This is an optimization exercise on Yosys and OpenROAD, whose aim is small area, a short achievable clock period and few clock cycles, not a production implementation. At most, simulation tests tie the RTL to the original design; equivalence was not proved. Function not checked in runs 5 and 6: the RTL went through the layout flow alone. Power and IR drop assume default switching activity.

<file path="design/flow/flow/run.sh">
#!/bin/bash
set -euo pipefail
export BUFFER_PORTS_ARGS="-buffer_cell sky130_fd_sc_hd__buf_1"
bash standard.sh finish > standard_flow.log 2>&1
</file>
<file path="design/flow/design.v">
module bk_add #(parameter int W = 40) (
    input  logic [W-1:0] a,
    input  logic [W-1:0] b,
    input  logic         ci,
    output logic [W-1:0] y,
    output logic         co
);
    localparam int L = (W < 2) ? 1 : (W < 4) ? 2 : (W < 8) ? 3 : (W < 16) ? 4 : (W < 32) ? 5 : (W < 64) ? 6 : 7;   
    logic [W:0] g [0:2*L];
    logic [W:0] p [0:2*L];
    always_comb begin
        g[0] = {a & b, ci};
        p[0] = {a ^ b, 1'b0};
        for (int l = 0; l < L; l++) begin
            g[l+1] = g[l];
            p[l+1] = p[l];
            for (int i = (2 << l) - 1; i <= W; i += (2 << l)) begin
                g[l+1][i] = g[l][i] | (p[l][i] & g[l][i - (1 << l)]);
                p[l+1][i] = p[l][i] & p[l][i - (1 << l)];
            end
        end
        for (int l = L - 2; l >= 0; l--) begin
            g[2*L-1-l] = g[2*L-2-l];
            p[2*L-1-l] = p[2*L-2-l];
            for (int i = (3 << l) - 1; i <= W; i += (2 << l)) begin
                g[2*L-1-l][i] = g[2*L-2-l][i] | (p[2*L-2-l][i] & g[2*L-2-l][i - (1 << l)]);
                p[2*L-1-l][i] = p[2*L-2-l][i] & p[2*L-2-l][i - (1 << l)];
            end
        end
        for (int i = 0; i < W; i++) y[i] = p[0][i+1] ^ g[2*L-1][i];
        co = g[2*L-1][W];
    end
endmodule
module inc_late #(parameter int W = 24) (
    input  logic [W-1:0] a,
    input  logic         ci,
    output logic [W-1:0] y
);
    logic [W-1:0] ones;    
    always_comb begin
        ones[0] = 1'b1;
        for (int i = 1; i < W; i++) ones[i] = ones[i-1] & a[i-1];
        y = a ^ (ones & {W{ci}});
    end
endmodule
module day03p2_top (
    input  logic        clk_i,
    input  logic        rst_ni,
    input  logic [3:0]  digit_i,
    input  logic        eol_i,
    output logic [63:0] result_o,
    output logic        ready_o
);
logic [11:0][3:0] s_q, s_d;
logic [11:0]      s_en;
logic [39:0] lo_q;        
logic [23:0] hi_q, hi_d;  
logic [3:0]  d_q;         
logic        busy_q;      
logic        flush_q;     
logic [10:0] mb_q;        
logic        tg_q;        
logic        fin_q;       
logic        hold_q;      
logic        done_q;      
logic [3:0]  add_q;       
logic        c_q;         
logic        dig, conv, nxt11;
logic [10:0] ms;
logic [11:1] lt, moved;
logic [9:0]  ma;
logic [47:0] r;
logic [39:0] a, b, y;
logic        co;
logic [3:0]  top;
logic [39:0] sum;
assign r     = s_q;
assign dig   = d_q != 4'd0;
assign conv  = busy_q;
assign nxt11 = mb_q[10];    
always_comb begin
    for (int i = 1; i < 12; i++) lt[i] = s_q[i] < s_q[i-1];
    moved[11] = lt[11];
    for (int i = 10; i >= 1; i--) moved[i] = moved[i+1] | lt[i];
    top = tg_q ? s_q[11] : 4'd0;
    for (int i = 0; i < 10; i++) ma[i] = mb_q[i] | add_q[0];
    for (int i = 0; i < 11; i++) ms[i] = mb_q[i] | done_q;
    for (int j = 0; j < 40; j++) begin
        a[j] = r[j] & ma[j/4];
        if (j >= 2) b[j] = (r[j-2] & mb_q[(j-2)/4]) | (lo_q[j] & add_q[1 + j/14]);
    end
    b[1] = top[2] | top[3] | (lo_q[1] & add_q[1]);
    b[0] = top[1] | top[3] | (lo_q[0] & add_q[1]);
end
bk_add #(.W(40)) u_add (.a(a), .b(b), .ci(top[3]), .y(y), .co(co));
assign sum = {y[38:0], top[0]};
inc_late #(.W(24)) u_inc (.a(hi_q), .ci(c_q), .y(hi_d));
always_comb begin
    s_d[0] = conv ? sum[3:0] : d_q;
    for (int i = 1; i < 12; i++)
        s_d[i] = (i < 10 ? sum[4*i +: 4] : 4'd0) | (ms[i-1] ? 4'd0 : s_q[i-1]);
    s_en[0] = (conv & ~hold_q) | (dig & (moved[1] | (d_q > s_q[0])));
    for (int i = 1; i < 12; i++) s_en[i] = (conv & ~hold_q) | (dig & moved[i]);
end
always_ff @(posedge clk_i or negedge rst_ni) begin
    if (!rst_ni) begin
        hi_q    <= 24'd0;
        busy_q  <= 1'b1;
        flush_q <= 1'b1;
        mb_q    <= 11'd0;
        done_q  <= 1'b0;
        tg_q    <= 1'b1;
        fin_q   <= 1'b0;
        hold_q  <= 1'b0;
        add_q   <= 4'd0;
        c_q     <= 1'b0;
    end else begin
        hi_q   <= hi_d;
        fin_q  <= nxt11;
        hold_q <= nxt11;
        add_q  <= {4{nxt11 & ~flush_q}};
        c_q    <= add_q[0] & co;
        tg_q   <= ~(nxt11 | fin_q);
        done_q <= fin_q;
        mb_q   <= (conv & ~nxt11 & ~fin_q & ~done_q) ? {mb_q[9:0], 1'b1} : 11'd0;
        if (conv) begin
            busy_q <= ~done_q;
            if (done_q) flush_q <= 1'b0;
        end else begin
            busy_q <= eol_i;
        end
    end
end
always_ff @(posedge clk_i) begin
    d_q  <= (busy_q | eol_i) ? 4'd0 : digit_i;
    if (fin_q) lo_q <= y;
    for (int i = 0; i < 12; i++) if (s_en[i]) s_q[i] <= s_d[i];
end
assign result_o = {hi_q, lo_q};
assign ready_o  = ~busy_q;
endmodule
</file>
<file path="design/flow/standard.sh">
#!/bin/bash
# synth_recipe.tcl (not shown) runs the flow's synth.tcl, then flattens the netlist and writes it again
# the make line also repeats each setting of config.mk as NAME=value (left out here)
make -C /OpenROAD-flow-scripts/flow DESIGN_CONFIG=/design/flow/config.mk WORK_HOME=/design/flow/orfs CLKGATE_MAP_FILE= SYNTH_SCRIPT=/design/flow/synth_recipe.tcl "${@:-finish}"
</file>
<file path="design/flow/config.mk">
export PLATFORM = sky130hd
export DESIGN_NAME = day03p2_top
export DESIGN_NICKNAME = day03p2_top
export VERILOG_FILES = /design/flow/design.v
export SDC_FILE = /design/flow/constraint.sdc
export NUM_CORES = 4
export LEC_CHECK = 0
export CAP_MARGIN = 20
export CORE_MARGIN = 2
export CORE_UTILIZATION = 40
export CTS_BUF_LIST = sky130_fd_sc_hd__clkbuf_4 sky130_fd_sc_hd__clkbuf_8
export CTS_CLUSTER_DIAMETER = 100
export CTS_CLUSTER_SIZE = 30
export PLACE_DENSITY = 0.75
export SETUP_SLACK_MARGIN = 4.25
export SLEW_MARGIN = 20
</file>
<file path="design/flow/constraint.sdc">
create_clock -name core_clock -period 8.0 [get_ports {clk_i}]
set_input_delay 1.6000 -clock core_clock [delete_from_list [all_inputs] [get_ports {clk_i}]]
set_output_delay 1.6000 -clock core_clock [all_outputs]
set_load 0.01 [all_outputs]
</file>
==> flow_summary_export.csv, run 1 <==
group,metric,value,unit
status,status,"timing/DRC/antenna clean",
layout,nets,953,
grt,grt_pass1_vias,5976,
yosys,synthArstFlopShare,31.3,%
place,dpl.hpwl,13600,um
drt,drc,0,
clocking,cts.path.max_buffers,2,
power_and_ir_drop,power.internal,2370,uW
timing,setup-tns-final,0,ns
clocking,cts_tree,"built",
power_and_ir_drop,p_comb_share,51.2,%
yosys,ys_ff_latch,134,
clocking,cts_sinks,134,
yosys,syn_area_per_cell,10.7,um2
yosys,synthCells,777,
grt,grt_first_pass_wirelength,30700,um
place,place.gp.congestion,0.852,
timing,skew,0.0170,ns
yosys,synthTopCellsByArea,"edfxtp_1 (32%), dfrtp_1 (12%), ha_1 (12%)",
clocking,htree_levels,4,
drt,drt_iter0_drc,400,
timing,hold_viol_final,0,
yosys,yosysTopAreaCellShare,31.8,%
die,start_util,41.0,%
layout,drive_gt1_share,7.31,%
timing,fin_crit_sh,44.4,%
critical_path,cp.required,8.21,ns
flow_run,drv_cap,0,
grt,grt_antenna_before_repair,0,
power_and_ir_drop,sw_frac_of_total,43.7,%
die,die_w,148,um
critical_path,r2r_slack,4.44,ns
power_and_ir_drop,irDropWorstVdd,0.208,mV
place,port_buffers,71,
timing,slew_headroom,29.6,%
clocking,cts-buffers-inserted,17,
yosys,synth_edf_count,88,
clocking,root_buffer,"clkbuf_8",
place,pre_cts_ws,4.28,ns
clocking,clk_pin_slew,0.08,ns
critical_path,arrival,3.77,ns
clocking,ctsHoldBuffers,0,
critical_path,cp-start-kind,"flip-flop",
critical_path,critPathKind,"flip-flop to flip-flop",
drt,viasPerCell,5.28,
power_and_ir_drop,clkPwrFrac,12.7,%
layout,antenna_cells,0,
die,die_h,148,um
layout,multiInputGateArea,4090,um2
die,core,20300,um2
yosys,ys_seq_area_share,45.4,%
power_and_ir_drop,p_leak,0.00429,uW
drt,wl,18700,um
timing,fin_ws,4.44,ns
grt,grt_max_degree,69,
layout,regArea,3780,um2
clocking,clock_latency,0.46,ns
timing,period_needed,3.56,ns
critical_path,critPathCaptureType,"flip-flop",
yosys,synthTopCellsByCount,"inv_1 (104), edfxtp_1 (88), ha_1 (77)",
drt,ant_nets,0,
layout,fillers,1921,
layout,area_growth,11.2,%
drt,routedWlPerCell,16.5,um
yosys,synth.most_common_cell,"inv_1",
power_and_ir_drop,power.density,456,nW/um2
drt,vias,5974,
grt,grt-ovfl-total,0,
drt,drtPass1Iterations,5,
yosys,synth_area_leader_cell,"edfxtp_1",
power_and_ir_drop,p_total,4220,uW
yosys,yosysWarnings,5,
yosys,synth.distinct_cells,56,
timing,rsz0062_at_grt,"no",
worst_hold_path,min_path_type,"flip-flop to flip-flop",
timing,maxSlewViolCount,0,
yosys,synthFlopType,"edfxtp_1",
yosys,syn-cell-area,8320,um2
grt,grt.total_usage,17.5,%
die,die_area,22000,um2
timing,worstMarginPinSlew,1.05,ns
power_and_ir_drop,switchingPower,1840,uW
timing,setup_viol,0,
yosys,synth_nets,881,
power_and_ir_drop,pwr-share-seq,36.1,%
die,rows,52,
timing,fmaxAchievable,281,MHz
critical_path,path_max_fanout,68,
die,io_pins,72,
-- final timing paths --
| kind | startpoint | to | cells after the start |
|---|---|---|---|
| min | hi_q[23] | hi_q[23] | 1 |
| min reg2reg | hi_q[23] | hi_q[23] | 1 |
| min in group asynchronous | rst_ni | hi_q[9] | 1 |
| max in group asynchronous | rst_ni | add_q[0] | 1 |
| max | add_q[0] | s_q[31] | 14 |
| max reg2reg | add_q[0] | s_q[31] | 14 |
-- critical path, cell delays in order, from the launching register on --
cell and delay, ns:
dfrtp_2 0.42, buf_12 0.20, nor2_1 0.19, nor2b_1 0.08, ha_1 0.39, nand4_1 0.10
o211ai_1 0.28, a22oi_1 0.16, a31oi_1 0.30, nor2b_2 0.13, o21bai_1 0.20, a31oi_1 0.14
fa_1 0.39, xnor2_1 0.15, a21o_1 0.15
-- per-layer routing --
| metal | track usage [%] | share of wire, % | vias to the layer above | wire [um] |
|---|---|---|---|---|
| li1 | - | - | 2852 | - |
| met1 | 23.9 | 46 | 2908 | 8500 |
| met2 | 28.1 | 47 | 185 | 8750 |
| met3 | 4.02 | 5.8 | 29 | 1080 |
| met4 | 5.14 | 1.7 | 0 | 317 |
| met5 | 0 | 0 | - | 0 |
-- cell families (layout without fill, tap and decap cells) --
kind of cell | count (synthesis) | in the layout | share of synthesized area (%)
muxes | 2 | 2 | 0.271
DFF | 134 | 134 | 45.4
buffers and inverters | 124 | 209 | 5.66
AOI/OAI and AO/OA | 170 | 170 | 14.7
adders and majority gates | 97 | 97 | 16.4
xor gates and xnor gates | 43 | 43 | 4.53
and+or+nand+nor | 207 | 207 | 13.0
-- power by group through the flow --
stage	Clock, uW	Combinational [uW]	Sequential (uW)
floorplan	0	1620	1420
global placement	0	2060	1530
detailed placement	0	2120	1530
CTS	550	2150	1520
global route	580	2440	1560
finish	534	2160	1520
-- stage by stage --
step | instance area (um2) | cells | hold WS (ns) | util (%)
global route | 9250 | 1132 | 0.508 | 45.6
floorplan | 8320 | 777 | 0.463 | -
detailed placement | 8860 | 1100 | 0.476 | 43.6
CTS | 9220 | 1132 | 0.488 | 45.4
global placement | 8860 | 1100 | 0.460 | 43.6
finish | 9250 | 1132 | 0.482 | 45.6
-- sequential cells by signal, indices dropped and copies added (netlist names) --
| signal | flops |
|---|---|
| busy_q | 1 |
| fin_q | 1 |
| flush_q | 1 |
| c_q | 1 |
| mb_q | 11 |
| hi_q | 24 |
| add_q | 1 |
| lo_q | 40 |
| d_q | 4 |
| s_q | 48 |
| done_q | 1 |
| tg_q | 1 |
-- final cells by class --
class,instances,area share (%)
flip-flops and latches,134,40.9
clock buffers,17,2.53
clock inverters,15,1.39
inverters,104,4.22
repair buffers,73,3.19
multi-input cells,519,44.2
well taps,270,3.65
-- cell usage in the layout (no fill, tap or decap), drive strengths merged, types with 9 or more instances in the layout --
cell	netlist	routed
xor2	11	11
nor3	9	9
a22o	37	37
o21ai	29	29
dfrtp	39	39
inv	104	109
clkbuf	18	17
nor2b	16	16
buf	2	73
a21oi	23	23
fa	20	20
a21o	43	43
edfxtp	88	88
nand2	65	65
ha	77	77
and2	16	16
nand4	9	9
xnor2	32	32
nand2b	14	14
nand3	10	10
nor2	48	48
-- repair_timing --
item / CTS / global route
buffers inserted: 0 / 0
resized for setup: 0 / 12
endpoints found under the setup margin: 0 / 31
Testbench counts, summed over its fixed seeds: cycles 55,312.
==> run 2: changes to the inputs <==
--- a/design/flow/config.mk
+++ b/design/flow/config.mk
@@ -13,3 +13,3 @@
 export CTS_CLUSTER_SIZE = 30
-export PLACE_DENSITY = 0.75
+export GPL_TIMING_DRIVEN = 0
 export SETUP_SLACK_MARGIN = 4.25
==> flow_summary_export.csv, run 2 <==
group,metric,value,unit
drt,routedWlPerCell,16.6,um
critical_path,r2r-start,"add_q[0]",
place,port_buffers,71,
timing,fin_crit_sh,45.0,%
grt,grt_pass1_vias,5860,
clocking,cts.path.max_buffers,2,
critical_path,cp_cell_sequence,"buf_4 > buf_4 > a22o_1 > ha_1 > a21o_1 > a21o_1 > a21oi_1 > o21ai_0 > a22oi_1 > a31o_2 > o21a_1 > fa_1 > inv_1",
drt,vias,5881,
grt,grt_max_degree,32,
layout,nets,975,
yosys,yosysWarnings,5,
grt,grt-ovfl-total,0,
clocking,htree_levels,4,
layout,fillers,1957,
timing,setup-tns-final,0,ns
critical_path,cp.required,8.23,ns
timing,worstMarginPinSlew,1.10,ns
die,rows,52,
yosys,synthTopCellsByArea,"edfxtp_1 (32%), dfrtp_1 (12%), ha_1 (12%)",
die,core,20300,um2
status,status,"timing/DRC/antenna clean",
critical_path,crit_family,"compound AO/OA/AOI/OAI gates",
yosys,syn-cell-area,8320,um2
power_and_ir_drop,power.density,457,nW/um2
yosys,synth.distinct_cells,56,
layout,regArea,3780,um2
drt,drt_iter0_drc,331,
drt,ant_nets,0,
clocking,clock_latency,0.46,ns
layout,largest_reg_flops,48,
yosys,synth_nets,881,
yosys,ys_ff_latch,134,
critical_path,worst-path-buf-inv,3,
layout,final_cell_mix,"inv_1 (104), edfxtp_1 (88), ha_1 (73)",
timing,period_needed,3.60,ns
layout,reg_top3,"s_q x48, lo_q x40, hi_q x24",
timing,rsz0062_at_grt,"no",
layout,multiInputGateArea,4170,um2
clocking,root_buffer,"clkbuf_8",
critical_path,critPathCaptureType,"flip-flop",
flow_run,drv_cap,0,
clocking,clk_pin_slew,0.09,ns
critical_path,critPathKind,"flip-flop to flip-flop",
timing,whs,0.473,ns
power_and_ir_drop,irDropWorstVdd,0.211,mV
drt,drtPass1Iterations,4,
grt,grt.total_usage,18.3,%
critical_path,reg2reg_depth,13,
timing,setup_viol,0,
layout,fin_util,46.8,%
clocking,cts-buffers-inserted,17,
critical_path,r2r-end,"lo_q[39]",
place,place.gp.congestion,0.819,
clocking,ctsHoldBuffers,0,
timing,maxSlewViolCount,0,
drt,viasPerCell,5.10,
critical_path,cp-start-kind,"flip-flop",
timing,fmaxAchievable,278,MHz
yosys,synthArstFlopShare,31.3,%
layout,final_common_cell,"inv_1",
yosys,synth_edf_count,88,
worst_hold_path,min_path_type,"flip-flop to flip-flop",
drt,drc,0,
grt,grt_antenna_before_repair,0,
worst_hold_path,worstHoldEndpoint,"hi_q[23]",
critical_path,r2r_slack,4.40,ns
critical_path,slowest_stage,"fa_1",
die,die_w,148,um
place,dpl.hpwl,14200,um
worst_hold_path,min_from,"hi_q[23]",
yosys,synthFlopType,"edfxtp_1",
critical_path,cpPeakStageDelay,0.47,ns
timing,skew,0.0186,ns
yosys,synth_area_leader_cell,"edfxtp_1",
drt,wl,19200,um
timing,slew_headroom,26.0,%
die,die_h,148,um
yosys,synthCells,777,
layout,area_growth,14.3,%
clocking,cts_sinks,134,
clocking,cts_tree,"built",
die,io_pins,72,
yosys,yosysTopAreaCellShare,31.8,%
die,start_util,41.0,%
layout,drive_gt1_share,9.73,%
critical_path,arrival,3.83,ns
yosys,syn_area_per_cell,10.7,um2
yosys,synth.most_common_cell,"inv_1",
layout,regMostFlops,"s_q",
timing,hold_viol_final,0,
layout,antenna_cells,0,
yosys,ys_seq_area_share,45.4,%
critical_path,path_max_fanout,10,
die,die_area,22000,um2
grt,grt_first_pass_wirelength,31400,um
power_and_ir_drop,p_leak,0.00440,uW
worst_hold_path,hold_depth,1,
yosys,synthTopCellsByCount,"inv_1 (104), edfxtp_1 (88), ha_1 (77)",
[run 2: cell counts after synthesis]
No cell type changed its count.
[run 2: worst max path at each step]
stage                     cells past startpoint     start  endpoint  slack [ns]
after floorplan                              15  add_q[0]   s_q[31]        4.68
after global placement                       14  add_q[0]   s_q[31]        3.60
after detailed placement                     14  add_q[0]   s_q[35]        3.60
after CTS                                    15  add_q[0]   s_q[31]        4.26
after global routing                         15  add_q[0]   s_q[29]        4.25
final                                        13  add_q[0]  lo_q[39]        4.40
[run 2: cell families (layout without fill, tap and decap cells)]
logic type / Yosys count / count (layout) / synth area share [%]
buffers and inverters: 124 / 231 / 5.66
AND/OR/NAND/NOR: 207 / 207 / 13.0
multiplexers: 2 / 2 / 0.271
flip-flops: 134 / 134 / 45.4
XOR/XNOR: 43 / 43 / 4.53
AO/OA/AOI/OAI: 170 / 170 / 14.7
adder cells (fa/ha/maj): 97 / 97 / 16.4
[run 2: cell type report]
| class | count | share of cell area [%] |
|---|---|---|
| Clock inverter | 13 | 1.53 |
| Multi-Input combinational cell | 519 | 43.9 |
| Inverter | 104 | 4.11 |
| Clock buffer | 19 | 2.75 |
| Buffer | 20 | 1.01 |
| Timing Repair Buffer | 75 | 3.40 |
| Tap cell | 270 | 3.55 |
| Sequential cell | 134 | 39.8 |
[run 2: metal layers]
layer	up-vias	routed length, um	GRT usage, %
li1	2907	-	-
met1	2852	9440	25.7
met2	107	8850	29.4
met3	15	638	3.10
met4	0	221	4.95
met5	-	0	0
[run 2: metrics by stage]
| stage | power (uW) | cell area (um2) | cells | setup WS [ns] |
|---|---|---|---|---|
| after floorplan | 3040 | 8320 | 777 | 4.68 |
| after global placement | 3660 | 8920 | 1118 | 3.60 |
| after detailed placement | 3680 | 8960 | 1120 | 3.60 |
| after CTS | 4310 | 9400 | 1152 | 4.26 |
| after global routing | 4750 | 9510 | 1154 | 4.25 |
| final | 4350 | 9510 | 1154 | 4.40 |
[run 2: timing repair]
item                                    in CTS  in global routing
cloned                                       0                  0
buffers inserted                             0                  2
endpoints found under the setup margin      60                 19
pin swaps                                    0                  6
gates resized for setup                     18                 28
[run 2: power breakdown]
group,switching [uW],internal [uW]
Combinational,1330,956
Clock,288,297
Sequential,254,1220
Total,1870,2470
==> run 3: changes to the inputs <==
--- a/design/flow/config.mk
+++ b/design/flow/config.mk
@@ -9,3 +9,3 @@
 export CORE_MARGIN = 2
-export CORE_UTILIZATION = 40
+export CORE_UTILIZATION = 50
 export CTS_BUF_LIST = sky130_fd_sc_hd__clkbuf_4 sky130_fd_sc_hd__clkbuf_8
@@ -13,3 +13,2 @@
 export CTS_CLUSTER_SIZE = 30
-export GPL_TIMING_DRIVEN = 0
 export SETUP_SLACK_MARGIN = 4.25
==> flow_summary_export.csv, run 3 <==
group,metric,value,unit
status,status,"timing/DRC/antenna clean",
timing,maxSlewViolCount,0,
grt,grt-ovfl-total,0,
timing,setup_viol,0,
die,io_pins,72,
die,core,16400,um2
timing,setup-tns-final,0,ns
yosys,synth.most_common_cell,"inv_1",
layout,final_cell_mix,"inv_1 (104), edfxtp_1 (88), ha_1 (77)",
layout,nets,956,
critical_path,crit_path_end,"s_q[27]",
layout,area_growth,11.8,%
critical_path,cp.required,8.21,ns
clocking,clk_pin_slew,0.07,ns
die,die_area,17700,um2
drt,drc,0,
critical_path,r2r_slack,4.44,ns
critical_path,crit_family,"compound AO/OA/AOI/OAI gates",
critical_path,critPathCaptureType,"flip-flop",
critical_path,cp-start-kind,"flip-flop",
layout,antenna_cells,0,
critical_path,path_common_cell,"buf_4",
clocking,htree_levels,4,
grt,grt_antenna_before_repair,0,
yosys,synthTopCellsByArea,"edfxtp_1 (32%), dfrtp_1 (12%), ha_1 (12%)",
timing,skew,0.0129,ns
grt,grt.total_usage,22.5,%
layout,reg_top3,"s_q x48, lo_q x40, hi_q x24",
layout,final_common_cell,"inv_1",
layout,regMostFlops,"s_q",
critical_path,critPathKind,"flip-flop to flip-flop",
timing,hold_viol_final,0,
clocking,clock_latency,0.46,ns
critical_path,reg2reg_depth,13,
yosys,yosysWarnings,5,
clocking,root_buffer,"clkbuf_8",
clocking,cts_sinks,134,
timing,fin_ws,4.44,ns
die,rows,47,
critical_path,r2r-end,"s_q[27]",
power_and_ir_drop,power.density,467,nW/um2
critical_path,r2r-start,"add_q[0]",
critical_path,setup.worst_path.start,"add_q[0]",
grt,grt_pass1_vias,6255,
yosys,yosysTopAreaCellShare,31.8,%
clocking,cts_tree,"built",
layout,largest_reg_flops,48,
critical_path,path_max_fanout,14,
yosys,synth_edf_count,88,
yosys,synthTopCellsByCount,"inv_1 (104), edfxtp_1 (88), ha_1 (77)",
yosys,ys_ff_latch,134,
die,die_w,133,um
yosys,syn_area_per_cell,10.7,um2
yosys,synth_xor_area_share,4.53,%
drt,ant_nets,0,
grt,grt_first_pass_wirelength,31200,um
critical_path,cp.depth,13,
power_and_ir_drop,irDropWorstVdd,0.235,mV
critical_path,arrival,3.77,ns
timing,fmaxAchievable,281,MHz
timing,rsz0062_at_grt,"yes",
worst_hold_path,min_path_type,"flip-flop to flip-flop",
yosys,synth-compound-area-share,14.7,%
layout,drive_gt1_share,7.86,%
yosys,ys_seq_area_share,45.4,%
drt,drt_iter0_drc,356,
yosys,synthCells,777,
yosys,synth-simple-area-share,13.0,%
critical_path,worst-path-buf-inv,2,
drt,routedWlPerCell,17.5,um
critical_path,cp_cell_sequence,"buf_4 > a22o_1 > ha_1 > nand4_1 > o211ai_1 > a22oi_1 > a31oi_2 > nor2b_2 > buf_4 > o21a_1 > fa_1 > xnor2_1 > a21o_1",
place,port_buffers,71,
grt,grt_max_degree,45,
timing,period_needed,3.56,ns
clocking,ctsHoldBuffers,0,
drt,viasPerCell,5.53,
drt,vias,5995,
yosys,syn-cell-area,8320,um2
clocking,cts.path.max_buffers,2,
timing,fin_crit_sh,44.5,%
yosys,synthAdderAreaFrac,16.4,%
die,die_h,133,um
yosys,synth_top_family_by_area,"adder cells",
timing,worstMarginPinSlew,1.04,ns
critical_path,slowest_stage,"dfrtp_4",
place,place.gp.congestion,0.815,
drt,drtPass1Iterations,5,
place,pre_cts_ws,4.07,ns
critical_path,cpPeakStageDelay,0.57,ns
yosys,synth.distinct_cells,56,
yosys,synth_area_leader_cell,"edfxtp_1",
clocking,cts-buffers-inserted,17,
timing,slew_headroom,30.2,%
die,start_util,50.7,%
power_and_ir_drop,p_leak,0.00433,uW
yosys,synth_mux_area_share,0.271,%
drt,wl,19000,um
yosys,synthFlopType,"edfxtp_1",
yosys,synth_nets,881,
yosys,synthArstFlopShare,31.3,%
place,dpl.hpwl,14200,um
flow_run,drv_cap,0,
run 3: worst min-delay path by stage:
stage	startpoint	endpoint	slack, ns	depth (start not counted)
global route	flush_q	flush_q	0.51	1
global placement	hi_q[23]	hi_q[23]	0.46	1
floorplan	flush_q	flush_q	0.46	1
CTS	hi_q[23]	hi_q[23]	0.47	1
finish	hi_q[23]	hi_q[23]	0.47	1
detailed placement	hi_q[23]	hi_q[23]	0.46	1
run 3: stage by stage:
step / hold WS, ns / total power (uW) / instances / instance area (um2) / utilization [%]
2_1_floorplan: 0.463 / 3040 / 777 / 8320 / -
3_3_place_gp: 0.459 / 3610 / 1050 / 8800 / 53.6
3_5_place_dp: 0.463 / 3690 / 1050 / 8800 / 53.6
4_1_cts: 0.474 / 4340 / 1082 / 9240 / 56.3
5_1_grt: 0.506 / 4710 / 1085 / 9300 / 56.7
6_report: 0.468 / 4340 / 1085 / 9300 / 56.7
run 3: logic make-up after synthesis:
| logic type | Yosys count |
|---|---|
| flip-flops | 134 |
| multiplexers | 2 |
| AO/OA/AOI/OAI | 170 |
| XOR/XNOR | 43 |
| buffers and inverters | 124 |
| AND/OR/NAND/NOR | 207 |
| adder cells (fa/ha/maj) | 97 |
run 3: layout make-up:
type	count	area [um2]
inverters	104	390
repair buffers	76	313
well taps	220	275
flip-flops and latches	134	3780
fillers	1480	7110
clock inverters	13	179
multi-input cells	519	4100
clock buffers	19	255
run 3: timing repair:
action	CTS	global route
setup endpoints to repair	8	25
cloned	0	0
resized for setup	2	12
pin swaps	0	1
buffers inserted	0	3
hold endpoints to repair	0	0
run 3: routing by layer:
layer | share of wire (%) | global-route usage (%) | wire, um | vias to the layer above
met4 | 2.1 | 9.02 | 399 | 0
met2 | 48 | 36.7 | 9100 | 155
met1 | 45 | 30.0 | 8610 | 2946
li1 | - | - | - | 2861
met5 | 0 | 0 | 0 | -
met3 | 4.6 | 4.02 | 882 | 33
run 3: where the power goes:
part / internal [uW] / total [uW] / leakage [uW] / switching (uW)
sequential: 1220 / 1560 / 0.00145 / 343
combinational: 912 / 2150 / 0.00267 / 1240
clock: 349 / 622 / 0.000213 / 272
run 3: worst register-to-register path, stage by stage (launching register included):
cell,delay [ns]
dfrtp_4,0.57
buf_4,0.22
a22o_1,0.22
ha_1,0.39
nand4_1,0.11
o211ai_1,0.28
a22oi_1,0.17
a31oi_2,0.25
nor2b_2,0.08
buf_4,0.14
o21a_1,0.18
fa_1,0.38
xnor2_1,0.16
a21o_1,0.17
==> run 4: changes to the inputs <==
--- a/design/flow/config.mk
+++ b/design/flow/config.mk
@@ -9,3 +9,3 @@
 export CORE_MARGIN = 2
-export CORE_UTILIZATION = 50
+export CORE_UTILIZATION = 30
 export CTS_BUF_LIST = sky130_fd_sc_hd__clkbuf_4 sky130_fd_sc_hd__clkbuf_8
==> flow_summary_export.csv, run 4 <==
group,metric,value,unit
layout,area_growth,13.6,%
layout,final_cell_mix,"inv_1 (104), edfxtp_1 (88), ha_1 (77)",
timing,maxSlewViolCount,0,
drt,routedWlPerCell,15.4,um
layout,antenna_cells,0,
yosys,yosysWarnings,5,
clocking,ctsHoldBuffers,0,
die,rows,60,
layout,regMostFlops,"s_q",
drt,drc,0,
yosys,yosysTopAreaCellShare,31.8,%
critical_path,cp_cell_sequence,"buf_12 > a22o_1 > ha_1 > nand4_1 > o211ai_1 > a22oi_1 > a31oi_1 > nor2b_2 > o21bai_1 > a31oi_1 > fa_1 > xnor2_1 > a21o_1",
critical_path,path_common_cell,"a31oi_1",
critical_path,slowest_stage,"dfrtp_2",
grt,grt-ovfl-total,0,
layout,final_area,9450,um2
die,die_area,29100,um2
layout,multiInputGateArea,4100,um2
clocking,cts.path.max_buffers,2,
yosys,ys_ff_latch,134,
power_and_ir_drop,p_leak,0.00433,uW
timing,fin_crit_sh,44.0,%
drt,ant_nets,0,
timing,fmaxAchievable,284,MHz
layout,final_common_cell,"inv_1",
yosys,synthFlopType,"edfxtp_1",
yosys,synth.most_common_cell,"inv_1",
layout,largest_reg_flops,48,
flow_run,drv_cap,0,
timing,setup-tns-final,0,ns
critical_path,critPathKind,"flip-flop to flip-flop",
die,io_pins,72,
clocking,clock_latency,0.46,ns
power_and_ir_drop,power.density,451,nW/um2
grt,grt_antenna_before_repair,0,
place,place.gp.congestion,0.812,
timing,period_needed,3.52,ns
layout,fin_util,34.9,%
status,status,"timing/DRC/antenna clean",
timing,worstMarginPinSlew,1.02,ns
worst_hold_path,min_path_type,"flip-flop to flip-flop",
yosys,synthTopCellsByArea,"edfxtp_1 (32%), dfrtp_1 (12%), ha_1 (12%)",
timing,skew,0.0116,ns
timing,whs,0.470,ns
drt,drtPass1Iterations,5,
yosys,syn_area_per_cell,10.7,um2
clocking,root_buffer,"clkbuf_8",
yosys,synth_nets,881,
drt,viasPerCell,4.72,
yosys,synth_area_leader_cell,"edfxtp_1",
yosys,synthTopCellsByCount,"inv_1 (104), edfxtp_1 (88), ha_1 (77)",
critical_path,arrival,3.73,ns
die,die_w,171,um
grt,grt.total_usage,13.7,%
layout,fillers,2729,
clocking,htree_levels,4,
critical_path,r2r_slack,4.48,ns
drt,vias,5832,
die,start_util,30.7,%
critical_path,cpPeakStageDelay,0.42,ns
drt,wl,19000,um
yosys,synthArstFlopShare,31.3,%
drt,drt_iter0_drc,339,
clocking,cts_tree,"built",
layout,regArea,3780,um2
critical_path,cp-start-kind,"flip-flop",
place,placed_area,9000,um2
yosys,synth_edf_count,88,
power_and_ir_drop,irDropWorstVdd,0.223,mV
die,die_h,171,um
timing,rsz0062_at_grt,"yes",
critical_path,path_max_fanout,68,
place,port_buffers,71,
timing,setup_viol,0,
layout,drive_gt1_share,7.87,%
grt,grt_pass1_vias,5866,
yosys,synth.distinct_cells,56,
place,dpl.hpwl,13900,um
grt,grt_first_pass_wirelength,31400,um
critical_path,critPathCaptureType,"flip-flop",
die,core,27100,um2
clocking,cts-buffers-inserted,17,
clocking,cts_sinks,134,
critical_path,cp.required,8.22,ns
timing,hold_viol_final,0,
grt,grt_max_degree,69,
yosys,syn-cell-area,8320,um2
clocking,clk_pin_slew,0.08,ns
yosys,synthCells,777,
layout,nets,955,
timing,slew_headroom,32.0,%
yosys,ys_seq_area_share,45.4,%
layout,reg_top3,"s_q x48, lo_q x40, hi_q x24",
## run 4: cell types whose count changed in the layout (fill, tap and decap cells not counted), sizes merged
cell      change
bufinv        -2
clkinvlp      -3
clkbuf        +3
buf           -2
clkinv        +2
inv           +1
## run 4: critical path: cells and delay by family (launching register included)
| family | cells | cell delay [ns] |
|---|---|---|
| buf+inv | 1 | 0.20 |
| compound gates | 7 | 1.47 |
| xor+xnor | 1 | 0.16 |
| fa+ha+maj | 2 | 0.78 |
| flops | 1 | 0.42 |
| simple gates | 2 | 0.22 |
## run 4: layout make-up
type | instances | share of cell area, %
inverter | 104 | 4.13
clock inverter | 11 | 1.28
multi-input combinational | 519 | 43.4
sequential | 134 | 40.0
clock buffer | 21 | 2.99
timing repair buffer | 75 | 3.28
tap | 372 | 4.93
## run 4: cells by family after synthesis
logic type / count (synthesis) / synth area share, %
adders and majority gates: 97 / 16.4
xor gates and xnor gates: 43 / 4.53
and+or+nand+nor: 207 / 13.0
DFF: 134 / 45.4
buffers and inverters: 124 / 5.66
muxes: 2 / 0.271
AOI/OAI and AO/OA: 170 / 14.7
## run 4: layer usage
layer	GRT usage (%)	wire [um]
met5	0	0
met4	3.42	184
met3	3.03	979
met2	21.3	8510
met1	19.4	9350
## run 4: through the flow
stage | instances | setup WS [ns] | total power, uW
floorplan | 777 | 4.68 | 3040
global placement | 1204 | 4.29 | 3650
detailed placement | 1204 | 4.18 | 3650
CTS | 1236 | 4.29 | 4280
global route | 1236 | 4.23 | 4680
finish | 1236 | 4.48 | 4260
## run 4: final timing paths
| kind | endpoint | depth (start not counted) | start |
|---|---|---|---|
| max | s_q[31] | 13 | add_q[0] |
| min | hi_q[23] | 1 | hi_q[23] |
| max reg2reg | s_q[31] | 13 | add_q[0] |
| min reg2reg | hi_q[23] | 1 | hi_q[23] |
| max in group asynchronous | add_q[0] | 2 | rst_ni |
| min in group asynchronous | hi_q[8] | 2 | rst_ni |
## run 4: power breakdown
group          switching (uW)  total [uW]  internal [uW]
registers                 309        1530           1220
logic                    1240        2150            913
clock network             277         582            305
## run 4: timing repair
item | 4_1_cts | 5_1_grt
setup endpoints to repair | 7 | 28
pin swaps | 0 | 0
buffers inserted | 0 | 0
resized for setup | 1 | 14
==> run 5: changes to the inputs <==
--- a/design/flow/design.v
+++ b/design/flow/design.v
@@ -65,3 +65,4 @@
 logic        done_q;      
-logic [3:0]  add_q;       
+logic [6:0]  add_q;       
+logic [9:0]  ma_q;        
 logic        c_q;         
@@ -70,3 +71,2 @@
 logic [11:1] lt, moved;
-logic [9:0]  ma;
 logic [47:0] r;
@@ -85,7 +85,6 @@
     top = tg_q ? s_q[11] : 4'd0;
-    for (int i = 0; i < 10; i++) ma[i] = mb_q[i] | add_q[0];
     for (int i = 0; i < 11; i++) ms[i] = mb_q[i] | done_q;
     for (int j = 0; j < 40; j++) begin
-        a[j] = r[j] & ma[j/4];
-        if (j >= 2) b[j] = (r[j-2] & mb_q[(j-2)/4]) | (lo_q[j] & add_q[1 + j/14]);
+        a[j] = r[j] & ma_q[j/4];
+        if (j >= 2) b[j] = (r[j-2] & mb_q[(j-2)/4]) | (lo_q[j] & add_q[1 + j/7]);
     end
@@ -114,3 +113,4 @@
         hold_q  <= 1'b0;
-        add_q   <= 4'd0;
+        add_q   <= 7'd0;
+        ma_q    <= 10'd0;
         c_q     <= 1'b0;
@@ -119,4 +119,6 @@
         fin_q  <= nxt11;
-        hold_q <= nxt11;
-        add_q  <= {4{nxt11 & ~flush_q}};
+        hold_q <= nxt11 & mb_q[0];
+        for (int k = 0; k < 7; k++) add_q[k] <= nxt11 & mb_q[k + 1] & ~flush_q;
+        ma_q   <= (conv & ~nxt11 & ~fin_q & ~done_q) ? {mb_q[8:0], 1'b1}
+                                                     : {10{nxt11 & ~flush_q}};
         c_q    <= add_q[0] & co;
--- a/design/flow/config.mk
+++ b/design/flow/config.mk
@@ -9,3 +9,3 @@
 export CORE_MARGIN = 2
-export CORE_UTILIZATION = 30
+export CORE_UTILIZATION = 40
 export CTS_BUF_LIST = sky130_fd_sc_hd__clkbuf_4 sky130_fd_sc_hd__clkbuf_8
==> flow_summary_export.csv, run 5 <==
group,metric,value,unit
timing,fin_crit_sh,44.0,%
critical_path,reg2reg_depth,13,
yosys,synthTopCellsByCount,"edfxtp_1 (88), inv_1 (88), nand2_1 (79)",
clocking,cts_tree,"built",
drt,drtPass1Iterations,4,
clocking,ctsHoldBuffers,0,
die,rows,53,
yosys,synth_top_family_by_area,"adder cells",
clocking,root_buffer,"clkbuf_8",
yosys,synthAdderAreaFrac,15.7,%
place,dpl.hpwl,13900,um
die,die_h,151,um
yosys,synthFlopType,"edfxtp_1",
drt,wl,19000,um
die,die_w,151,um
timing,period_needed,3.52,ns
drt,vias,5886,
grt,grt_antenna_before_repair,0,
yosys,ys_seq_area_share,48.5,%
yosys,syn-cell-area,8670,um2
layout,area_growth,11.6,%
drt,drt_iter0_drc,322,
yosys,synth-compound-area-share,13.0,%
yosys,yosysTopAreaCellShare,30.5,%
critical_path,path_max_fanout,4,
clocking,cts_resized,0,
timing,worstMarginPinSlew,0.872,ns
clocking,cts-buffers-inserted,17,
layout,fin_util,45.7,%
die,io_pins,72,
drt,viasPerCell,5.11,
clocking,cts_sinks,151,
layout,regMostFlops,"s_q",
timing,skew,0.0196,ns
yosys,synth_mux_area_share,0.260,%
grt,grt_max_degree,60,
clocking,htree_levels,4,
timing,hold_viol_final,0,
yosys,synth-simple-area-share,14.0,%
yosys,synthArstFlopShare,39.1,%
yosys,yosysWarnings,5,
power_and_ir_drop,p_leak,0.00448,uW
yosys,synthCells,776,
grt,grt_first_pass_wirelength,31300,um
worst_hold_path,min_path_type,"flip-flop to flip-flop",
clocking,cts.path.max_buffers,2,
drt,drc,0,
drt,routedWlPerCell,16.5,um
die,die_area,22900,um2
power_and_ir_drop,irDropWorstVdd,0.216,mV
power_and_ir_drop,power.density,414,nW/um2
grt,grt.total_usage,17.6,%
yosys,synth_edf_count,88,
timing,setup_viol,0,
die,core,21200,um2
grt,grt_pass1_vias,5952,
grt,grt-ovfl-total,0,
clocking,cts_setup_buffers,0,
layout,drive_gt1_share,6.51,%
yosys,synthTopCellsByArea,"edfxtp_1 (30%), dfrtp_1 (16%), ha_1 (11%)",
critical_path,critPathCaptureType,"flip-flop",
layout,final_cell_mix,"inv_1 (88), edfxtp_1 (88), nand2_1 (79)",
timing,rsz0062_at_grt,"no",
yosys,syn_area_per_cell,11.2,um2
place,port_buffers,71,
yosys,synth_nets,880,
flow_run,drv_cap,0,
drt,ant_nets,0,
yosys,ys_ff_latch,151,
die,start_util,41.0,%
critical_path,cp.required,8.21,ns
status,status,"timing/DRC/antenna clean",
timing,maxSlewViolCount,0,
timing,slew_headroom,41.4,%
clocking,clk_pin_slew,0.09,ns
timing,setup-tns-final,0,ns
place,place.gp.congestion,0.825,
yosys,synth_area_leader_cell,"edfxtp_1",
critical_path,critPathKind,"flip-flop to flip-flop",
clocking,clock_latency,0.46,ns
layout,nets,967,
critical_path,cp-start-kind,"flip-flop",
yosys,synth_xor_area_share,4.34,%
layout,largest_reg_flops,48,
critical_path,arrival,3.73,ns
yosys,synth.distinct_cells,53,
timing,fmaxAchievable,284,MHz
layout,reg_top3,"s_q x48, lo_q x40, hi_q x24",
layout,antenna_cells,0,
worst_hold_path,hold_depth,1,
-- run 5: changes by cell type in the layout (fill, tap and decap cells not counted), sizes merged, moves of 11 or more --
cell and change:
nand2 +14, nand2b +12, dfrtp +17, o21ai -11
nor2 -19, inv -18, and2 +34
-- run 5: path summary, 6_finish.rpt --
check | start | end | slack (ns)
worst max register to register | s_q[47] | s_q[35] | 4.48
worst min-delay path | hi_q[23] | hi_q[23] | 0.47
worst max-delay path | s_q[47] | s_q[35] | 4.48
min in group asynchronous | rst_ni | hi_q[3] | 1.30
max in group asynchronous | rst_ni | fin_q | 6.19
worst min register to register | hi_q[23] | hi_q[23] | 0.47
-- run 5: critical path: stages, from the launching register on --
cell and delay [ns]:
edfxtp_1 0.44, o21ai_0 0.19, nand2_1 0.13, ha_1 0.29, o21a_1 0.12, a21oi_1 0.11, o41ai_2 0.44, a31o_2 0.29
a31oi_2 0.16, o21a_1 0.24, o21a_1 0.20, fa_1 0.37, xnor2_1 0.15, a21o_1 0.15
-- run 5: per-stage QoR --
step,cells,hold slack (ns),area (um2),worst slack (ns),power [uW]
final,1151,0.470,9680,4.48,4000
after global routing,1151,0.497,9680,4.26,4360
after CTS,1151,0.476,9670,4.28,4020
after detailed placement,1119,0.461,9290,4.30,3420
after global placement,1119,0.460,9290,4.31,3420
after floorplan,776,0.352,8670,4.78,2850
-- run 5: layer usage --
| metal | GRT usage, % | routed length [um] | up-vias |
|---|---|---|---|
| met5 | 0 | 0 | - |
| met4 | 4.35 | 204 | 0 |
| met2 | 27.5 | 8480 | 122 |
| met1 | 25.0 | 9550 | 2863 |
| li1 | - | - | 2881 |
| met3 | 3.64 | 778 | 20 |
-- run 5: layout make-up --
type	instances	area, um2
fillers	1974	11500
flip-flops and latches	151	4200
multi-input cells	530	4120
well taps	275	344
inverters	88	330
repair buffers	75	298
clock buffers	22	278
clock inverters	10	105
-- run 5: cells by family (layout without fill, tap and decap cells) --
kind of cell / after synthesis / in the layout
flops: 151 / 151
fa+ha+maj: 97 / 97
compound gates: 154 / 154
simple gates: 234 / 234
buf+inv: 95 / 195
xor+xnor: 43 / 43
mux: 2 / 2
-- run 5: report_power, final --
part	total (uW)	internal (uW)	switching, uW	leakage (uW)
combinational	1820	796	1030	0.00261
clock	578	295	283	0.000191
sequential	1600	1290	311	0.00168
total	4000	2380	1620	0.00448
==> run 6: changes to the inputs <==
==> design/flow/run.sh (new file) <==
#!/bin/bash
# synth_recipe.tcl (not shown) runs the flow's synth.tcl, then flattens the netlist and writes it again
# the make line also repeats each setting of config.mk as NAME=value (left out here)
make -C /OpenROAD-flow-scripts/flow DESIGN_CONFIG=/design/flow/config.mk WORK_HOME=/design/flow/orfs CLKGATE_MAP_FILE= SYNTH_SCRIPT=/design/flow/synth_recipe.tcl finish
--- a/design/flow/config.mk
+++ b/design/flow/config.mk
@@ -13,3 +13,3 @@
 export CTS_CLUSTER_SIZE = 30
-export SETUP_SLACK_MARGIN = 4.25
+export SETUP_SLACK_MARGIN = 4.5
 export SLEW_MARGIN = 20
removed: design/flow/flow/run.sh
removed: design/flow/standard.sh
==> flow_summary_export.csv, run 6 <==
group,metric,value,unit
drt,routedWlPerCell,16.5,um
critical_path,path_common_cell,"nand2_1",
critical_path,r2r_slack,4.62,ns
layout,reg_top3,"s_q x48, lo_q x40, hi_q x24",
critical_path,r2r-start,"s_q[14]",
yosys,syn-cell-area,8670,um2
yosys,synthAdderAreaFrac,15.7,%
layout,regMostFlops,"s_q",
clocking,cts_sinks,151,
grt,grt_pass1_vias,5863,
grt,grt_max_degree,60,
status,status,"timing/DRC/antenna clean",
place,port_buffers,71,
worst_hold_path,hold_depth,1,
clocking,root_buffer,"clkbuf_8",
timing,skew,0.0134,ns
yosys,synth_mux_area_share,0.260,%
layout,largest_reg_flops,48,
yosys,ys_ff_latch,151,
critical_path,critPathCaptureType,"flip-flop",
place,pre_cts_ws,4.26,ns
yosys,synth_edf_count,88,
drt,drc,0,
die,io_pins,72,
timing,setup_viol,0,
yosys,synth_top_family_by_area,"adder cells",
clocking,cts.path.max_buffers,2,
drt,drt_iter0_drc,295,
timing,fin_crit_sh,42.2,%
timing,fmaxAchievable,296,MHz
layout,antenna_cells,0,
place,placed_area,9720,um2
critical_path,arrival,3.60,ns
flow_run,drv_cap,0,
critical_path,r2r-end,"s_q[35]",
layout,fillers,1939,
die,die_h,151,um
grt,grt_first_pass_wirelength,31200,um
yosys,synthArstFlopShare,39.1,%
layout,nets,973,
drt,viasPerCell,5.12,
die,rows,53,
yosys,synth.distinct_cells,53,
layout,drive_gt1_share,7.94,%
yosys,ys_seq_area_share,48.5,%
timing,maxSlewViolCount,0,
yosys,synthFlopType,"edfxtp_1",
clocking,htree_levels,4,
timing,rsz0062_at_grt,"yes",
power_and_ir_drop,irDropWorstVdd,0.161,mV
layout,final_area,10200,um2
worst_hold_path,min_path_type,"flip-flop to flip-flop",
yosys,synthTopCellsByCount,"edfxtp_1 (88), inv_1 (88), nand2_1 (79)",
yosys,syn_area_per_cell,11.2,um2
die,core,21200,um2
yosys,synth_xor_area_share,4.34,%
critical_path,cp_cell_sequence,"a22o_1 > ha_1 > nand2_1 > nor4_4 > nand2_1 > nand2_1 > a31o_4 > a31oi_4 > o21a_1 > o21a_1 > fa_1 > xnor2_1 > a21o_1",
timing,fin_ws,4.62,ns
layout,final_cell_mix,"inv_1 (88), edfxtp_1 (88), nand2_1 (79)",
timing,whs,0.485,ns
grt,grt-ovfl-total,0,
yosys,yosysWarnings,5,
drt,vias,5925,
critical_path,cp.depth,13,
critical_path,cp-start-kind,"flip-flop",
timing,hold_viol_final,0,
grt,grt_antenna_before_repair,0,
drt,ant_nets,0,
drt,wl,19100,um
die,die_area,22900,um2
drt,drtPass1Iterations,5,
timing,worstMarginPinSlew,0.873,ns
clocking,cts-buffers-inserted,17,
timing,period_needed,3.38,ns
yosys,synth-simple-area-share,14.0,%
power_and_ir_drop,power.density,404,nW/um2
place,place.gp.congestion,0.852,
critical_path,worst-path-buf-inv,0,
critical_path,critPathKind,"flip-flop to flip-flop",
critical_path,cp.required,8.23,ns
critical_path,path_max_fanout,5,
timing,setup-tns-final,0,ns
clocking,clk_pin_slew,0.09,ns
yosys,synth_nets,880,
layout,area_growth,17.9,%
critical_path,crit_path_end,"s_q[35]",
critical_path,cpPeakStageDelay,0.50,ns
timing,slew_headroom,41.3,%
yosys,synth-compound-area-share,13.0,%
place,dpl.hpwl,14000,um
yosys,synthTopCellsByArea,"edfxtp_1 (30%), dfrtp_1 (16%), ha_1 (11%)",
critical_path,reg2reg_depth,13,
critical_path,slowest_stage,"edfxtp_1",
yosys,synth_area_leader_cell,"edfxtp_1",
yosys,synthCells,776,
die,start_util,41.0,%
clocking,clock_latency,0.47,ns
critical_path,crit_family,"compound AO/OA/AOI/OAI gates",
power_and_ir_drop,p_leak,0.00472,uW
layout,fin_util,48.3,%
critical_path,setup.worst_path.start,"s_q[14]",
yosys,yosysTopAreaCellShare,30.5,%
grt,grt.total_usage,17.7,%
die,die_w,151,um
clocking,cts_tree,"built",
[run 6: cell counts after synthesis]
No cell type changed its count.
[run 6: cell families (layout without fill, tap and decap cells)]
family | count (synthesis) | count (layout)
DFF | 151 | 151
muxes | 2 | 2
xor gates and xnor gates | 43 | 43
adders and majority gates | 97 | 97
AOI/OAI and AO/OA | 154 | 154
buffers and inverters | 95 | 201
and+or+nand+nor | 234 | 234
[run 6: cell type report]
cell class	count	area [um2]	share of cell area (%)
Tap cell	275	344	3.37
Multi-Input combinational cell	530	4170	40.7
Sequential cell	151	4210	41.1
Timing Repair Buffer	81	781	7.64
Clock inverter	14	149	1.46
Inverter	88	330	3.23
Clock buffer	18	248	2.42
[run 6: power breakdown]
| part | total, uW | leakage [uW] | switching [uW] | internal, uW |
|---|---|---|---|---|
| Combinational | 1930 | 0.00285 | 1050 | 883 |
| Clock | 596 | 0.000193 | 309 | 287 |
| Sequential | 1600 | 0.00168 | 306 | 1290 |
[run 6: worst register-to-register path, delay by kind of cell (launching register included)]
| family | cells | cell delay, ns |
|---|---|---|
| AOI/OAI and AO/OA | 6 | 1.13 |
| adders and majority gates | 2 | 0.72 |
| and+or+nand+nor | 4 | 0.63 |
| DFF | 1 | 0.50 |
| xor gates and xnor gates | 1 | 0.16 |
[run 6: how the worst min path moves through the flow]
stage | startpoint | endpoint | slack [ns]
finish | hi_q[23] | hi_q[23] | 0.48
global route | hi_q[23] | hi_q[23] | 0.50
CTS | hi_q[23] | hi_q[23] | 0.48
detailed placement | hi_q[23] | hi_q[23] | 0.47
global placement | hi_q[23] | hi_q[23] | 0.46
floorplan | mb_q[10] | fin_q | 0.35
[run 6: repair_timing]
item	in CTS	in global routing
endpoints found under the setup margin	19	25
hold buffers	0	0
cloned	0	0
gates resized for setup	1	13
pin swaps	1	2
setup buffers	0	6
[run 6: per-stage QoR]
stage / std cells / power (uW)
global placement: 1119 / 3490
finish: 1157 / 4130
floorplan: 776 / 2850
global route: 1157 / 4480
detailed placement: 1119 / 3500
CTS: 1151 / 4120
[run 6: metal layers]
metal / global-route usage (%) / up-vias / share of wire (%)
li1: - / 2901 / -
met1: 26.2 / 2894 / 50
met2: 26.1 / 115 / 45
met3: 3.22 / 15 / 3.9
met4: 5.89 / 0 / 1.1
met5: 0 / - / 0

-- port drivers added, routing unchanged --
How much do the figures lean on ideal ports? The routed layouts below were timed once more, with nothing changed but the port constraints. Step 1 (the two cells are an assumption about what drives the block):
set clk [get_ports {clk_i}]
set_driving_cell -lib_cell sky130_fd_sc_hd__clkbuf_16 $clk
set_driving_cell -lib_cell sky130_fd_sc_hd__buf_2 [delete_from_list [all_inputs] $clk]
Step 2 times the ports against the registers' clock, not the clock port: input delays grow and output delays shrink by t, the midpoint of the rising clock arrivals with the driver on. Three values: ideal ports, drivers, drivers and shift; two values: the first two.
run	shift t [ns]	setup slack, ns	worst hold slack (ns)	slew at the worst register clock pin (ns)
run 1	0.487	4.444 / 4.444 / 4.444	0.482 / 0.482 / 0.482	0.09 / 0.09
run 2	0.488	4.403 / 4.403 / 4.403	0.473 / 0.473 / 0.473	0.09 / 0.09
run 3	0.491	4.438 / 4.438 / 4.438	0.468 / 0.468 / 0.468	0.08 / 0.08
run 4	0.492	4.483 / 4.483 / 4.483	0.470 / 0.470 / 0.470	0.08 / 0.08
run 5	0.488	4.479 / 4.479 / 4.479	0.470 / 0.470 / 0.470	0.09 / 0.09
run 6	0.502	4.623 / 4.596 / 4.623	0.485 / 0.485 / 0.485	0.09 / 0.09
After both steps every run listed still meets setup and hold.
